From an optimization exercise on the open Yosys and OpenROAD flow, aimed at small area, a short achievable clock period and few clock cycles per item; shortcuts taken in it are not production practice.
In this exercise RTL edits were held to simulation tests only and were not proved equivalent to the original.
No activity file was given, so power comes from the tool's default toggle rates.

==> design.v <==
module JAM (
    input CLK,
    input RST,
    output reg [2:0] W,
    output reg [2:0] J,
    input [6:0] Cost,
    output reg [3:0] MatchCount,
    output reg [9:0] MinCost,
    output reg Valid );
localparam [3:0] S_SCAN = 4'd0,   
                 S_WAIT = 4'd1,   
                 S_A0   = 4'd3,   
                 S_ADJ  = 4'd4,   
                 S_PRU  = 4'd5,   
                 S_DINI = 4'd6,   
                 S_DFS  = 4'd7,   
                 S_DONE = 4'd8;
localparam [1:0] T_NONE = 2'd0, T_SCAN = 2'd1, T_ADJ = 2'd2, T_A0 = 2'd3;
reg [3:0]  cs;
reg [1:0]  dcnt;
reg        fix;           
reg        wz;            
reg        adj_end;
reg        aug;           
reg [7:0]  wv   [0:7];    
reg [7:0]  mv   [0:7];    
reg [3:0]  way  [0:7];    
reg [2:0]  p    [0:7];    
reg [7:0]  mt;            
reg [7:0]  used;
reg [2:0]  row;           
reg [3:0]  j0;            
reg [6:0]  dl;            
reg [9:0]  base;          
reg [7:0]  best;
reg [2:0]  j1;
reg [2:0]  jj;            
reg [1:0]  s1_tag;
reg [9:0]  s1_cb;         
reg [7:0]  s1_w;          
reg [7:0]  s1_m;          
reg        s1_cor;        
reg        s1_wb;
reg [2:0]  s1_col;
reg [1:0]  s2_tag;
reg [7:0]  s2_x;          
reg [7:0]  s2_m;
reg [2:0]  s2_col;
reg [2:0]  s2_p;          
reg        s2_mt;         
reg [2:0]  j1_p;          
reg        j1_mt;         
reg [7:0]  rmin;
reg [7:0]  arow;
reg [2:0]  lvl;
reg [7:0]  dused;
reg [7:0]  rem;
reg [2:0]  cst [0:6];
reg [7:0]  nf;            
integer q;
function [3:0] next_free;
  input [7:0] u;
  input [3:0] from;
  integer n;
  begin
    next_free = 4'd8;
    for (n = 7; n >= 0; n = n - 1)
      if (!u[n] && n >= from) next_free = n;
  end
endfunction
function [2:0] lowest;
  input [7:0] m;
  integer n;
  begin
    lowest = 3'd0;
    for (n = 7; n >= 0; n = n - 1)
      if (m[n]) lowest = n;
  end
endfunction
function [3:0] nf_next;
  input [7:0] m;
  input [2:0] a;
  integer n;
  begin
    nf_next = 4'd8;
    for (n = 7; n >= 0; n = n - 1)
      if (m[n] && n > a) nf_next = n;
  end
endfunction
function [3:0] nf_prev;
  input [7:0] m;
  input [2:0] a;
  integer n;
  begin
    nf_prev = 4'd8;
    for (n = 0; n < 8; n = n + 1)
      if (m[n] && n < a) nf_prev = n;
  end
endfunction
function [9:0] add10c;
  input [9:0] a, b;
  input       cin;
  reg [9:0] p, g, pp, gg, p2, g2;
  integer i, d;
  begin
    p = a ^ b;
    g = a & b;
    g[0] = g[0] | (p[0] & cin);
    pp = p;
    gg = g;
    for (d = 1; d < 10; d = d * 2) begin
      p2 = pp;
      g2 = gg;
      for (i = 0; i < 10; i = i + 1)
        if (i >= d) begin
          g2[i] = gg[i] | (pp[i] & gg[i - d]);
          p2[i] = pp[i] & pp[i - d];
        end
      pp = p2;
      gg = g2;
    end
    add10c = p ^ {gg[8:0], cin};
  end
endfunction
function [9:0] add3c;
  input [9:0] a, b, c;
  input       cin1, cin2;
  begin
    add3c = add10c(a ^ b ^ c, {(a[8:0] & b[8:0]) | (a[8:0] & c[8:0]) | (b[8:0] & c[8:0]), cin1}, cin2);
  end
endfunction
function [9:0] add4c;
  input [9:0] a, b, c, d;
  input       cin1;
  reg [9:0] s1, c1, s2, c2;
  begin
    s1 = a ^ b ^ c;
    c1 = {(a[8:0] & b[8:0]) | (a[8:0] & c[8:0]) | (b[8:0] & c[8:0]), cin1};
    s2 = s1 ^ c1 ^ d;
    c2 = {(s1[8:0] & c1[8:0]) | (s1[8:0] & d[8:0]) | (c1[8:0] & d[8:0]), 1'b0};
    add4c = add10c(s2, c2, 1'b0);
  end
endfunction
function lt8;
  input [7:0] a, b;
  reg [7:0] g, e;
  reg [3:0] g1, e1;
  reg [1:0] g2, e2;
  integer i;
  begin
    g = ~a & b;
    e = ~(a ^ b);
    for (i = 0; i < 4; i = i + 1) begin
      g1[i] = g[2*i+1] | (e[2*i+1] & g[2*i]);
      e1[i] = e[2*i+1] & e[2*i];
    end
    for (i = 0; i < 2; i = i + 1) begin
      g2[i] = g1[2*i+1] | (e1[2*i+1] & g1[2*i]);
      e2[i] = e1[2*i+1] & e1[2*i];
    end
    lt8 = g2[1] | (e2[1] & g2[0]);
  end
endfunction
wire [3:0]  nf_scan  = next_free(fix ? 8'd0 : used, {1'b0, J} + 4'd1);
wire [3:0]  nf_first = next_free(used, 4'd0);
wire [9:0]  base_a0 = add3c({3'd0, dl}, {2'b11, ~wv[J]}, {3'b111, ~Cost}, 1'b1, 1'b1);
wire [9:0]  wnew10 = add3c({2'd0, s1_w}, s1_cor ? {3'd0, dl} : 10'd0, s1_cor ? {2'b11, ~s1_m} : 10'd0, s1_cor, 1'b0);
wire [7:0]  wnew = wnew10[7:0];
wire [9:0]  x2   = add4c(s1_cb, {2'd0, s1_w}, s1_cor ? {3'd0, dl} : 10'd0, s1_cor ? {2'b11, ~s1_m} : 10'd0, s1_cor);
wire [7:0]  xsat = s2_x[7] ? 8'hff : s2_x;
wire        xlt  = j0[3] | lt8(xsat, s2_m);
wire        xb   = lt8(xsat, best);
wire        mb   = lt8(s2_m, best);
wire        alt  = lt8(s2_x, rmin);
wire [7:0]  nmv3 = xlt ? xsat : s2_m;
wire        nbst = xlt ? xb : mb;
wire [7:0]  pbit = 8'd1 << p[s2_col];
wire        nlast = (s2_tag == T_SCAN) & nbst;
wire [7:0]  bestf = nlast ? nmv3 : best;
wire [2:0]  j1f   = nlast ? s2_col : j1;
wire [2:0]  j1pf  = nlast ? s2_p : j1_p;
wire        j1mtf = nlast ? s2_mt : j1_mt;
wire [2:0]  augv  = way[jj][3] ? row : p[way[jj][2:0]];
wire [2:0]  p_s1  = (aug && jj == s1_col) ? augv : p[s1_col];
wire [2:0]  p_s2  = (aug && jj == s2_col) ? augv : s2_p;
wire [2:0]  p_j1  = (aug && jj == j1) ? augv : j1_p;
reg  [7:0]  pru  [0:7];
reg  [7:0]  outd, ind;
reg         pchg;
integer a, b;
always @(*) begin
  for (a = 0; a < 8; a = a + 1) begin
    outd[a] = |(mv[a] & ~(8'd1 << a));
    ind[a] = 1'b0;
    for (b = 0; b < 8; b = b + 1)
      if (b != a) ind[a] = ind[a] | mv[b][a];
  end
  pchg = 1'b0;
  for (a = 0; a < 8; a = a + 1)
    for (b = 0; b < 8; b = b + 1) begin
      pru[a][b] = mv[a][b] & ((a == b) | (outd[b] & ind[a]));
      pchg = pchg | (mv[a][b] & ~pru[a][b]);
    end
end
wire [2:0]  dj      = lowest(rem);
wire [7:0]  dused_d = dused | (8'd1 << dj);
wire [3:0]  lnext   = nf_next(nf, lvl);
wire [2:0]  nf_lo   = lowest(nf);
wire [3:0]  lprev   = nf_prev(nf, lvl);
wire [2:0]  cprev   = cst[lprev[2:0]];
wire [7:0]  dused_b = dused & ~(8'd1 << cprev);
wire [7:0]  gtmask  = 8'hfe << cprev;
wire        ddesc   = !lnext[3] && rem != 8'd0;
wire [2:0]  ridx    = (cs == S_DINI) ? nf_lo : ddesc ? lnext[2:0] : lprev[2:0];
wire [7:0]  rrow    = mv[ridx];
always @(posedge CLK) begin
  if (s1_tag != T_NONE && s1_wb) wv[s1_col] <= wnew;
end
always @(posedge CLK or posedge RST) begin
  if (RST) begin
    cs <= S_SCAN;
    dcnt <= 2'd0;
    W <= 3'd0;
    J <= 3'd0;
    row <= 3'd0;
    j0 <= 4'd8;
    used <= 8'd0;
    mt <= 8'd0;
    dl <= 7'd0;
    base <= 10'd0;
    best <= 8'hff;
    fix <= 1'b1;
    wz <= 1'b1;
    aug <= 1'b0;
    adj_end <= 1'b0;
    s1_tag <= T_NONE;
    s2_tag <= T_NONE;
    MinCost <= 10'd0;
    MatchCount <= 4'd0;
    Valid <= 1'b0;
  end else begin
    s1_tag <= T_NONE;
    s1_cb <= add10c({3'd0, Cost}, base, 1'b0);
    s1_w <= wz ? 8'd0 : wv[J];
    s1_m <= mv[J];
    s1_cor <= fix & used[J];
    s1_wb <= (fix & used[J]) | wz;
    s1_col <= J;
    s2_tag <= s1_tag;
    s2_x <= (|x2[9:8]) ? 8'hff : x2[7:0];
    s2_m <= mv[s1_col];
    s2_col <= s1_col;
    s2_p <= p_s1;
    s2_mt <= mt[s1_col];
    j1_p <= p_j1;
    if (s2_tag == T_SCAN) begin
      mv[s2_col] <= nmv3;
      if (!j0[3] && xlt) way[s2_col] <= j0;
      if (nbst) begin
        best <= nmv3;
        j1 <= s2_col;
        j1_p <= p_s2;
        j1_mt <= s2_mt;
      end
    end
    if (s2_tag == T_ADJ) begin
      if (s2_col == 3'd0 || alt) begin
        rmin <= s2_x;
        arow <= pbit;
      end else if (s2_x == rmin)
        arow <= arow | pbit;
      if (s2_col == 3'd7) begin
        mv[row] <= alt ? pbit :
                   (s2_x == rmin) ? (arow | pbit) : arow;
        row <= row + 3'd1;
      end
    end
    if (aug) begin
      if (way[jj][3]) begin
        p[jj] <= augv;
        row <= row + 3'd1;
        MinCost <= MinCost + {3'd0, dl};
        aug <= 1'b0;
      end else begin
        p[jj] <= augv;
        jj <= way[jj][2:0];
      end
    end
    case (cs)
      S_SCAN: begin
        s1_tag <= T_SCAN;
        if (nf_scan[3]) begin
          dcnt <= 2'd0;
          cs <= S_WAIT;
        end else
          J <= nf_scan[2:0];
      end
      S_WAIT: begin
        dcnt <= dcnt + 2'd1;
        if (dcnt == 2'd1 && adj_end)
          cs <= S_PRU;
        else if (dcnt == 2'd1) begin
          best <= 8'hff;
          dl <= bestf[6:0];
          fix <= 1'b0;
          wz <= 1'b0;
          if (j0[3]) begin
            for (q = 0; q < 8; q = q + 1)
              way[q] <= 4'd8;
          end
          if (j1mtf) begin
            used <= (fix ? 8'd0 : used) | (8'd1 << j1f);
            j0 <= {1'b0, j1f};
            W <= j1pf;
            J <= j1f;
            cs <= S_A0;
          end else begin
            if (fix) used <= 8'd0;
            mt[j1f] <= 1'b1;
            jj <= j1f;
            aug <= 1'b1;
            fix <= 1'b1;
            j0 <= 4'd8;
            base <= 10'd0;
            J <= 3'd0;
            if (row == 3'd7) begin
              W <= 3'd0;
              cs <= S_ADJ;
            end else begin
              W <= row + 3'd1;
              cs <= S_SCAN;
            end
          end
        end
      end
      S_A0: begin
        base <= base_a0;
        J <= nf_first[2:0];
        cs <= S_SCAN;
      end
      S_ADJ: if (!aug) begin
        s1_tag <= T_ADJ;
        J <= J + 3'd1;
        if (J == 3'd7) begin
          W <= W + 3'd1;
          fix <= 1'b0;
          if (W == 3'd7) begin
            adj_end <= 1'b1;
            dcnt <= 2'd0;
            cs <= S_WAIT;
          end
        end
      end
      S_PRU: begin
        for (q = 0; q < 8; q = q + 1)
          mv[q] <= pru[q];
        nf <= outd;
        dused <= ~outd;
        if (!pchg) cs <= S_DINI;
      end
      S_DINI: begin
        lvl <= nf_lo;
        rem <= rrow & ~dused;
        MatchCount <= (nf == 8'd0) ? 4'd1 : 4'd0;
        if (nf == 8'd0) begin
          Valid <= 1'b1;
          cs <= S_DONE;
        end else
          cs <= S_DFS;
      end
      S_DFS: begin
        if (!lnext[3] && rem != 8'd0) begin
          cst[lvl] <= dj;
          dused <= dused_d;
          rem <= rrow & ~dused_d;
          lvl <= lnext[2:0];
        end else begin
          if (lnext[3] && rem != 8'd0) MatchCount <= MatchCount + 4'd1;
          if (lprev[3]) begin
            Valid <= 1'b1;
            cs <= S_DONE;
          end else begin
            dused <= dused_b;
            rem <= rrow & ~dused_b & gtmask;
            lvl <= lprev[2:0];
          end
        end
      end
      default: ;
    endcase
  end
end
endmodule
==> run.sh <==
#!/bin/bash
# synth_recipe.tcl (not shown) runs the flow's synth.tcl, then flattens the netlist and writes it again
# the make line also repeats each setting of config.mk as NAME=value (left out here)
make -C /OpenROAD-flow-scripts/flow DESIGN_CONFIG=/design/flow/config.mk WORK_HOME=/design/flow/orfs CLKGATE_MAP_FILE= SYNTH_SCRIPT=/design/flow/synth_recipe.tcl finish
==> config.mk <==
export PLATFORM = sky130hd
export DESIGN_NAME = JAM
export DESIGN_NICKNAME = JAM
export VERILOG_FILES = /design/flow/design.v
export SDC_FILE = /design/flow/constraint.sdc
export NUM_CORES = 4
export LEC_CHECK = 0
export ABC_CLOCK_PERIOD_IN_PS = 2800
export CAP_MARGIN = 20
export CORE_MARGIN = 2
export CORE_UTILIZATION = 40
export SLEW_MARGIN = 20
==> constraint.sdc <==
create_clock -name core_clock -period 4.0 [get_ports {CLK}]
set_input_delay 0.8000 -clock core_clock [delete_from_list [all_inputs] [get_ports {CLK}]]
set_output_delay 0.8000 -clock core_clock [all_outputs]
set_load 0.01 [all_outputs]
==> run_results.csv, run 1 <==
group,metric,value,unit
logic_synthesis,synth_area,0.0251,mm^2
sta,hold_ws,0.415,ns
sta,maxSlewHeadroom,24.3,%
sta,worst_pin_slew,1.13,ns
logic_synthesis,async_flop_share,21.0,%
logic_synthesis,synth_nets,2540,
route,drt_iter0_drc,2203,
sta,slew_violations,0,
finish,final_common_cell,"edfxtp_1",
worst_setup_path,critPathBufInv,1,
die,die_w,254,um
sta,min_period,3.78,ns
logic_synthesis,ys_types,108,
route,dr.pass1.iters,9,
logic_synthesis,synth-edff-count,312,
placement,dp.cells,3261,
route,wl_per_cell,24.2,um
finish,layout-drive-gt1-share,12.8,%
route,drt_wl_total,80.9,mm
finish,final_cell_mix,"edfxtp_1, nand2_1, o21ai_0, nor2_1, mux2i_1",
logic_synthesis,synth_warnings,6,
worst_setup_path,end_kind,"flop",
worst_setup_path,criticalPathCategory,"flop to flop",
worst_setup_path,critPathRequiredTime,4.49,ns
grt,grt_max_degree,71,
route,ant_nets,0,
clocking,insertion_delay,0.61,ns
worst_setup_path,crit_fanout,16,
placement,place.port_buffers,29,
worst_setup_path,crit_arrival,4.27,ns
clocking,cts_buffers,46,
logic_synthesis,synth.avg_cell_area,10.4,um^2
route,wl_met1,33.4,mm
min_path,whs_path_depth,0,
grt,first_global_vias,19900,
sta,min_period_over_period,94.6,%
worst_setup_path,start_kind,"flop",
power,total_power,23.2,mW
logic_synthesis,synthFlopType,"edfxtp_1",
logic_synthesis,yosys_register_bits,395,
run,max-cap-violations,0,
sta,finalSetupViolations,0,
placement,hpwlAfterDp,57.6,mm
power,p_leak,11.1,nW
worst_setup_path,slowest_delay,0.54,ns
clocking,cts_max_path_buffers,3,
sta,setup_slack,0.215,ns
clocking,path_clk_slew,0.06,ns
worst_setup_path,crit_chain,"buf_4 -> ha_1 -> ha_1 -> nor3b_1 -> o21a_1 -> a31oi_1 -> o31a_1 -> o21bai_1 -> or4_4 -> a21oi_4 -> mux2_4",
finish,postLayoutCellArea,0.0284,mm^2
worst_setup_path,cpMaxStageDelayCell,"or4_4",
worst_setup_path,cp_top_family,"compound AO/OA/AOI/OAI gates",
finish,layout.cells.non_filler,3349,
die,io_pins,30,
die,die_area,0.0647,mm^2
clocking,h-tree-depth,2,
grt,grt_usage,25.0,%
grt,antenna_found_initial,1,
finish,area_growth,13.5,%
route,vias,20400,
die,die_h,254,um
clocking,cts_sinks,395,
worst_setup_path,path_depth,11,
sta,fmax,264,MHz
sta,hold_viol_final,0,
route,met2_length,36.5,mm
clocking,cts_tree,"built",
die,fp-row-count,91,
placement,gp_congestion,0.967,
sta,skew,0.0198,ns
logic_synthesis,synthCells,2405,
placement,place_area,0.0269,mm^2
logic_synthesis,ys_seq_area_share,45.7,%
grt,grt_pass1_wl,123,mm
route,vias_per_cell,6.08,
clocking,ctsHoldBuffers,0,
power,ir_worst_vdd,0.520,mV
power,power.density,817,mW/mm^2
grt,grt.overflow.total,0,
route,drcViolationCount,0,
placement,pre_cts_slack,0.137,ns
route,wl_met3,6.85,mm
outcome,outcome,"finished clean",
worst_setup_path,crit_top_cell,"ha_1",
die,core,0.0618,mm^2
clocking,root_buffer,"clkbuf_16",
sta,rsz0062_at_grt,"false",
finish,final_nets,2610,
die,initial_core_util,40.6,%
min_path,worst_hold_path_type,"flop to flop",
worst_setup_path,reg2regPathDepth,11,
route,top_layer_used,"met5",
[registers in the layout, summed over array words and instances, names as in the netlist, 10 cells and up]
| name | cells |
|---|---|
| base | 10 |
| p | 24 |
| MinCost | 10 |
| way | 32 |
| cst | 21 |
| mv | 64 |
| wv | 64 |
| s1_cb | 10 |
[kinds of logic after synthesis]
| group | synth area share [%] |
|---|---|
| adder cells (fa/ha/maj) | 7.28 |
| multiplexers | 11.1 |
| flip-flops | 45.7 |
| AND/OR/NAND/NOR | 14.2 |
| buffers and inverters | 3.72 |
| AO/OA/AOI/OAI | 16.4 |
| XOR/XNOR | 1.57 |
[routing by layer]
metal / vias up / global-route usage (%)
met1: 9918 / 33.4
met3: 250 / 4.67
li1: 9187 / -
met2: 1010 / 39.5
met4: 2 / 11.5
met5: - / 0
[layout make-up]
class | count | area [um^2]
Clock inverter | 29 | 280
Antenna cell | 1 | 2.50
Multi-Input combinational cell | 1779 | 12700
Timing Repair Buffer | 142 | 1230
Clock buffer | 55 | 1270
Inverter | 111 | 420
Fill cell | 5654 | 33400
Tap cell | 837 | 1050
Sequential cell | 395 | 11500
[where the power goes]
part           internal [mW]  switching (mW)
combinational           4.67            6.57
clock                   2.48            1.86
sequential              6.27            1.38
[path summary, 6_finish.rpt]
path                                startpoint                   to  slack, ns
setup / recovery              J[0]$_DFFE_PP0P_    cs[2]$_DFFE_PP0P_       0.22
hold reg to reg            s1_tag[1]$_DFF_PP0_  s2_tag[1]$_DFF_PP0_       0.42
setup reg to reg              J[0]$_DFFE_PP0P_    cs[2]$_DFFE_PP0P_       0.22
max in group asynchronous                  RST    best[2]$_DFF_PP1_       2.42
hold / removal             s1_tag[1]$_DFF_PP0_  s2_tag[1]$_DFF_PP0_       0.42
min in group asynchronous                  RST    j0[1]$_DFFE_PP0P_       0.80
[cell usage after synthesis (14+ instances only)]
master    count  share of area (%)
nand4_1      27               0.67
nand3_1      94                1.9
nor3_1       45               0.90
xnor2_1      30                1.0
nor4_1       31               0.77
a211oi_1     14               0.42
a22o_1       28               0.98
a31oi_1      14               0.35
and2_1       28               0.70
buf_2        19               0.38
a21oi_1     141                2.8
clkbuf_1     75                1.1
inv_1       106                1.6
nand2b_1     20               0.50
mux2i_1     167                6.7
edfxtp_1    312                 37
mux4_2       26                2.3
nand2_1     215                3.2
fa_1         33                2.6
a221oi_1     21               0.73
xor2_1       15               0.52
a21o_1       31               0.93
dfrtp_1      72                7.2
ha_1         93                4.6
o21ai_0     206                4.1
mux2_2       35                1.6
nor2_1      185                2.8
nor2b_1      37               0.92
o211ai_1     21               0.63
buf_1        19               0.28
[metrics by stage]
stage	TNS (ns)	utilization [%]
4_1_cts	0	45.9
5_1_grt	0	46.0
3_5_place_dp	0	43.4
2_1_floorplan	-158.13	-
3_3_place_gp	0	43.4
6_report	0	46.0
[what timing repair did]
item	CTS	global route
hold endpoints to repair	0	0
setup endpoints to repair	0	17
buffers inserted	0	3
gates resized for setup	0	7
Testbench counts, summed over its fixed seeds: cycles 4,571, tables 18.
==> run 2: changes to the inputs <==
--- a/config.mk
+++ b/config.mk
@@ -10,3 +10,4 @@
 export CORE_MARGIN = 2
 export CORE_UTILIZATION = 40
+export SETUP_SLACK_MARGIN = 0.6
 export SLEW_MARGIN = 20
==> run_results.csv, run 2 <==
group,metric,value,unit
finish,final_cell_mix,"edfxtp_1, nand2_1, o21ai_0, nor2_1, mux2i_1",
route,wl_per_cell,24.7,um
route,drt_iter0_drc,2408,
clocking,cts_tree,"built",
die,core,0.0618,mm^2
placement,gp_congestion,0.967,
finish,reg_top3,"mv x64, wv x64, way x32",
finish,layout.cells.non_filler,3425,
finish,multi_input_area,0.0132,mm^2
worst_setup_path,slowest_delay,0.60,ns
placement,pre_cts_slack,0.204,ns
logic_synthesis,synth_warnings,6,
worst_setup_path,crit_top_cell,"o21ai_1",
min_path,min_from,"s1_tag[0]$_DFF_PP0_",
worst_setup_path,end_kind,"flop",
sta,slew_violations,0,
min_path,worst_hold_path_type,"flop to flop",
logic_synthesis,yosys-top-cells-count,"edfxtp_1, nand2_1, o21ai_0, nor2_1, mux2i_1",
finish,fillers,5578,
placement,hpwlAfterDp,58.6,mm
die,fp-row-count,91,
run,max-cap-violations,0,
logic_synthesis,yosys.area.top_type,"edfxtp_1",
placement,place.port_buffers,29,
worst_setup_path,criticalPathCategory,"flop to flop",
sta,min_period_over_period,92.9,%
worst_setup_path,reg2reg_to,"s2_x[3]$_SDFFCE_PP1N_",
sta,min_period,3.72,ns
worst_setup_path,crit_fanout,8,
power,ir_worst_vdd,0.453,mV
worst_setup_path,r2r_slack,0.28,ns
worst_setup_path,start_kind,"flop",
logic_synthesis,synthCells,2405,
die,io_pins,30,
worst_setup_path,reg2regPathDepth,12,
die,die_h,254,um
logic_synthesis,synth_area,0.0251,mm^2
min_path,hold_end,"s2_tag[0]$_DFF_PP0_",
clocking,cts_buffers,46,
logic_synthesis,ys_types,108,
route,drt_wl_total,84.7,mm
sta,maxSlewHeadroom,31.1,%
grt,grt_pass1_wl,126,mm
sta,setup_slack,0.283,ns
sta,hold_ws,0.376,ns
logic_synthesis,async_flop_share,21.0,%
route,ant_nets,0,
finish,final_nets,2684,
worst_setup_path,crit_arrival,4.05,ns
route,dr.pass1.iters,10,
power,total_power,25.3,mW
grt,antenna_found_initial,1,
sta,worst_pin_slew,1.03,ns
sta,rsz0062_at_grt,"true",
worst_setup_path,cpMaxStageDelayCell,"fa_1",
min_path,whs_path_depth,0,
logic_synthesis,synth-edff-count,312,
finish,area_growth,18.2,%
clocking,ctsHoldBuffers,0,
logic_synthesis,yosys-top-cells-area,"edfxtp_1, dfrtp_1, mux2i_1",
worst_setup_path,r2r-start,"dl[2]$_DFFE_PP0P_",
clocking,root_buffer,"clkbuf_16",
worst_setup_path,critPathBufInv,0,
sta,finalSetupViolations,0,
finish,layout-drive-gt1-share,17.8,%
sta,skew,0.0236,ns
sta,hold_viol_final,0,
clocking,path_clk_slew,0.07,ns
logic_synthesis,post-synth-top-count-cell,"edfxtp_1",
logic_synthesis,synthFlopType,"edfxtp_1",
clocking,h-tree-depth,2,
grt,first_global_vias,20300,
route,vias_per_cell,6.13,
logic_synthesis,synth.top_cell.area_share,37.4,%
sta,final.setup.tns,0,ns
clocking,insertion_delay,0.60,ns
die,die_w,254,um
route,vias,21000,
logic_synthesis,yosys_register_bits,395,
route,drcViolationCount,0,
power,power.density,855,mW/mm^2
sta,fmax,269,MHz
die,initial_core_util,40.6,%
grt,grt_usage,25.6,%
grt,grt.overflow.total,0,
logic_synthesis,ys_seq_area_share,45.7,%
die,die_area,0.0647,mm^2
clocking,cts_max_path_buffers,3,
power,p_leak,11.6,nW
logic_synthesis,synth.avg_cell_area,10.4,um^2
worst_setup_path,crit_chain,"and2_4 -> fa_1 -> fa_1 -> ha_1 -> a21o_1 -> a21oi_2 -> o21ai_1 -> a21oi_1 -> o21ai_1 -> xor2_1 -> nor3b_4 -> o21ai_1",
worst_setup_path,cp_top_family,"adder cells",
placement,dp.cells,3270,
worst_setup_path,critPathRequiredTime,4.33,ns
outcome,outcome,"finished clean",
finish,seqCellArea,0.0115,mm^2
grt,grt_max_degree,98,
clocking,cts_sinks,395,
finish,final_common_cell,"edfxtp_1",
logic_synthesis,synth_nets,2540,
==> run 2: cell counts after synthesis <==
Identical to the previous run, type by type.
==> run 2: kinds of logic (layout without fill, tap and decap cells) <==
group,count (synthesis),count (layout),share of synthesized area (%)
compound gates,629,629,16.4
xor+xnor,45,45,1.57
fa+ha+maj,126,126,7.28
buf+inv,231,413,3.72
flops,395,395,45.7
mux,235,235,11.1
other cells,0,1,0
simple gates,744,744,14.2
==> run 2: how the worst max path moves through the flow <==
| stage | startpoint | to | cells past startpoint |
|---|---|---|---|
| final | dl[2]$_DFFE_PP0P_ | s2_x[3]$_SDFFCE_PP1N_ | 12 |
| after detailed placement | s1_cor$_DFFE_PN_ | s2_x[3]$_SDFFCE_PP1N_ | 12 |
| after CTS | s1_cor$_DFFE_PN_ | s2_x[3]$_SDFFCE_PP1N_ | 14 |
| after global placement | s1_cor$_DFFE_PN_ | s2_x[3]$_SDFFCE_PP1N_ | 14 |
| after floorplan | RST | cst[5][0]$_DFFE_PP_ | 4 |
| after global routing | s1_cor$_DFFE_PN_ | s2_x[3]$_SDFFCE_PP1N_ | 12 |
==> run 2: per-stage QoR <==
step,utilization [%],area [um^2]
global placement,43.6,26900
global route,47.9,29600
finish,47.9,29600
CTS,46.7,28900
floorplan,-,25200
detailed placement,43.6,26900
==> run 2: layout make-up <==
| class | count | area share, % |
|---|---|---|
| multi-input combinational | 1779 | 44.4 |
| sequential | 395 | 38.7 |
| timing repair buffer | 216 | 6.67 |
| clock buffer | 55 | 4.14 |
| tap | 837 | 3.53 |
| inverter | 111 | 1.43 |
| clock inverter | 31 | 1.10 |
| antenna | 1 | 0.00844 |
==> run 2: metal layers <==
| layer | vias up | track usage [%] | wire, um |
|---|---|---|---|
| li1 | 9333 | - | - |
| met1 | 10300 | 34.5 | 34700 |
| met2 | 1045 | 40.2 | 38800 |
| met3 | 272 | 4.62 | 6940 |
| met4 | 2 | 11.5 | 4160 |
| met5 | - | 0 | 13 |
==> run 2: what timing repair did <==
action,in CTS,in global routing
pin swaps,25,49
gates resized for setup,30,90
buffers inserted,30,34
setup endpoints to repair,70,115
cloned,0,3
==> run 2: power breakdown <==
| part | switching, mW | total, mW | leakage [nW] | internal [mW] |
|---|---|---|---|---|
| registers | 1.42 | 7.69 | 3.95 | 6.27 |
| clock network | 1.82 | 4.35 | 0.733 | 2.53 |
| logic | 7.34 | 13.3 | 6.89 | 5.97 |
==> run 3: changes to the inputs <==
--- a/config.mk
+++ b/config.mk
@@ -6,8 +6,6 @@
 export NUM_CORES = 4
 export LEC_CHECK = 0
-export ABC_CLOCK_PERIOD_IN_PS = 2800
 export CAP_MARGIN = 20
 export CORE_MARGIN = 2
 export CORE_UTILIZATION = 40
-export SETUP_SLACK_MARGIN = 0.6
 export SLEW_MARGIN = 20
==> run_results.csv, run 3 <==
group,metric,value,unit
sta,fmax,264,MHz
route,drt_iter0_drc,2203,
power,p_leak,11.1,nW
outcome,outcome,"finished clean",
route,wl_per_cell,24.2,um
logic_synthesis,yosys-top-cells-area,"edfxtp_1, dfrtp_1, mux2i_1",
logic_synthesis,synth.avg_cell_area,10.4,um^2
sta,min_period_over_period,94.6,%
logic_synthesis,synth-edff-count,312,
sta,final.setup.tns,0,ns
finish,reg_top3,"mv x64, wv x64, way x32",
route,drcViolationCount,0,
placement,hpwlAfterDp,57.6,mm
clocking,h-tree-depth,2,
route,vias,20400,
clocking,root_buffer,"clkbuf_16",
placement,place_area,0.0269,mm^2
finish,postLayoutCellArea,0.0284,mm^2
logic_synthesis,yosys_register_bits,395,
die,core,0.0618,mm^2
route,drt_wl_total,80.9,mm
logic_synthesis,async_flop_share,21.0,%
worst_setup_path,crit_fanout,16,
placement,pre_cts_slack,0.137,ns
clocking,cts_buffers,46,
finish,multi_input_area,0.0127,mm^2
sta,rsz0062_at_grt,"false",
die,die_area,0.0647,mm^2
logic_synthesis,synth_warnings,6,
sta,worst_pin_slew,1.13,ns
worst_setup_path,crit_top_cell,"ha_1",
placement,gp_congestion,0.967,
sta,slew_violations,0,
worst_setup_path,cpMaxStageDelayCell,"or4_4",
grt,grt_pass1_wl,123,mm
worst_setup_path,start_kind,"flop",
logic_synthesis,ys_seq_area_share,45.7,%
clocking,cts_max_path_buffers,3,
clocking,cts_sinks,395,
grt,antenna_found_initial,1,
power,ir_worst_vdd,0.520,mV
grt,grt.overflow.total,0,
logic_synthesis,yosys.area.top_type,"edfxtp_1",
logic_synthesis,post-synth-top-count-cell,"edfxtp_1",
clocking,insertion_delay,0.61,ns
logic_synthesis,ys_types,108,
sta,maxSlewHeadroom,24.3,%
power,total_power,23.2,mW
worst_setup_path,crit_arrival,4.27,ns
die,die_h,254,um
logic_synthesis,synth_nets,2540,
grt,grt_max_degree,71,
sta,finalSetupViolations,0,
logic_synthesis,synth.top_cell.area_share,37.4,%
worst_setup_path,criticalPathCategory,"flop to flop",
worst_setup_path,critPathRequiredTime,4.49,ns
die,fp-row-count,91,
sta,setup_slack,0.215,ns
power,power.density,817,mW/mm^2
route,ant_nets,0,
finish,area_growth,13.5,%
worst_setup_path,slowest_delay,0.54,ns
route,dr.pass1.iters,9,
grt,grt_usage,25.0,%
finish,seqCellArea,0.0115,mm^2
logic_synthesis,synthCells,2405,
finish,final_common_cell,"edfxtp_1",
placement,place.port_buffers,29,
sta,min_period,3.78,ns
clocking,cts_tree,"built",
finish,utilization,46.0,%
logic_synthesis,yosys-top-cells-count,"edfxtp_1, nand2_1, o21ai_0, nor2_1, mux2i_1",
die,io_pins,30,
run,max-cap-violations,0,
min_path,worst_hold_path_type,"flop to flop",
worst_setup_path,end_kind,"flop",
clocking,path_clk_slew,0.06,ns
finish,final_cell_mix,"edfxtp_1, nand2_1, o21ai_0, nor2_1, mux2i_1",
finish,final_nets,2610,
worst_setup_path,crit_chain,"buf_4 -> ha_1 -> ha_1 -> nor3b_1 -> o21a_1 -> a31oi_1 -> o31a_1 -> o21bai_1 -> or4_4 -> a21oi_4 -> mux2_4",
sta,skew,0.0198,ns
logic_synthesis,synth_area,0.0251,mm^2
die,die_w,254,um
finish,fillers,5654,
grt,first_global_vias,19900,
sta,hold_viol_final,0,
finish,layout-drive-gt1-share,12.8,%
logic_synthesis,synthFlopType,"edfxtp_1",
die,initial_core_util,40.6,%
route,vias_per_cell,6.08,
run 3: cell counts after synthesis:
No cell type changed its count.
run 3: worst max-delay path: cells and delay by family (launching register included):
kind | cells | cell delay (ns)
adder cells (fa/ha/maj) | 2 | 0.64
multiplexers | 1 | 0.31
AO/OA/AOI/OAI | 5 | 1.04
flip-flops | 1 | 0.46
buffers and inverters | 1 | 0.30
AND/OR/NAND/NOR | 2 | 0.91
run 3: kinds of logic after synthesis:
family	Yosys count	synth area share, %
buffers and inverters	231	3.72
flip-flops	395	45.7
XOR/XNOR	45	1.57
AO/OA/AOI/OAI	629	16.4
adder cells (fa/ha/maj)	126	7.28
AND/OR/NAND/NOR	744	14.2
multiplexers	235	11.1
run 3: final cells by class:
class,instances,share of cell area (%)
diodes,1,0.00880
clock buffers,55,4.46
clock inverters,29,0.985
inverters,111,1.48
multi-input cells,1779,44.8
flip-flops and latches,395,40.3
well taps,837,3.68
repair buffers,142,4.31
run 3: report_power, final:
| group | total, mW | switching, mW | internal (mW) |
|---|---|---|---|
| clock | 4.34 | 1.86 | 2.48 |
| combinational | 11.2 | 6.57 | 4.67 |
| sequential | 7.65 | 1.38 | 6.27 |
run 3: path summary, 6_finish.rpt:
kind	from	endpoint	slack, ns	depth (start not counted)
max	J[0]$_DFFE_PP0P_	cs[2]$_DFFE_PP0P_	0.22	11
min	s1_tag[1]$_DFF_PP0_	s2_tag[1]$_DFF_PP0_	0.42	0
max reg2reg	J[0]$_DFFE_PP0P_	cs[2]$_DFFE_PP0P_	0.22	11
min reg2reg	s1_tag[1]$_DFF_PP0_	s2_tag[1]$_DFF_PP0_	0.42	0
max in group asynchronous	RST	best[2]$_DFF_PP1_	2.42	4
min in group asynchronous	RST	j0[1]$_DFFE_PP0P_	0.80	3
run 3: stage by stage:
stage	std cells	hold slack, ns
floorplan	2405	0.349
global placement	3261	0.379
detailed placement	3261	0.388
CTS	3345	0.415
global route	3348	0.423
finish	3349	0.415
run 3: layer usage:
| metal | track usage [%] | vias to the layer above | part of all wire [%] |
|---|---|---|---|
| met1 | 33.4 | 9918 | 41 |
| met2 | 39.5 | 1010 | 45 |
| met5 | 0 | - | 0.016 |
| met3 | 4.67 | 250 | 8.5 |
| li1 | - | 9187 | - |
| met4 | 11.5 | 2 | 5.0 |
run 3: repair_timing:
action	CTS	global route
endpoints found under the setup margin	0	17
hold buffers	0	0
buffers inserted	0	3
gates resized for setup	0	7

[separate check: timing with driven ports]
No port has a modelled driver above. Below, the same layouts with a new extraction and two added sets of constraints. Step 1 sets driving cells, clkbuf_16 on the clock port and buf_2 on the other inputs (assumed; they add their load-dependent delay and slew). Step 2 also shifts input and output timing later by t, the mid clock arrival at the registers, as if the neighbouring blocks saw the same clock. a / b / c = no drivers / after step 1 / after step 2; a / b = the first two.
run | t (ns) | setup WS [ns] | worst hold slack (ns) | worst data-port slew with drivers (ns)
run 1 | 0.657 | 0.215 / 0.215 / 0.215 | 0.415 / 0.415 / 0.415 | 0.03
run 2 | 0.647 | 0.283 / 0.283 / 0.283 | 0.376 / 0.376 / 0.376 | 0.03
run 3 | 0.657 | 0.215 / 0.215 / 0.215 | 0.415 / 0.415 / 0.415 | 0.03
After both steps every run listed still meets setup and hold.
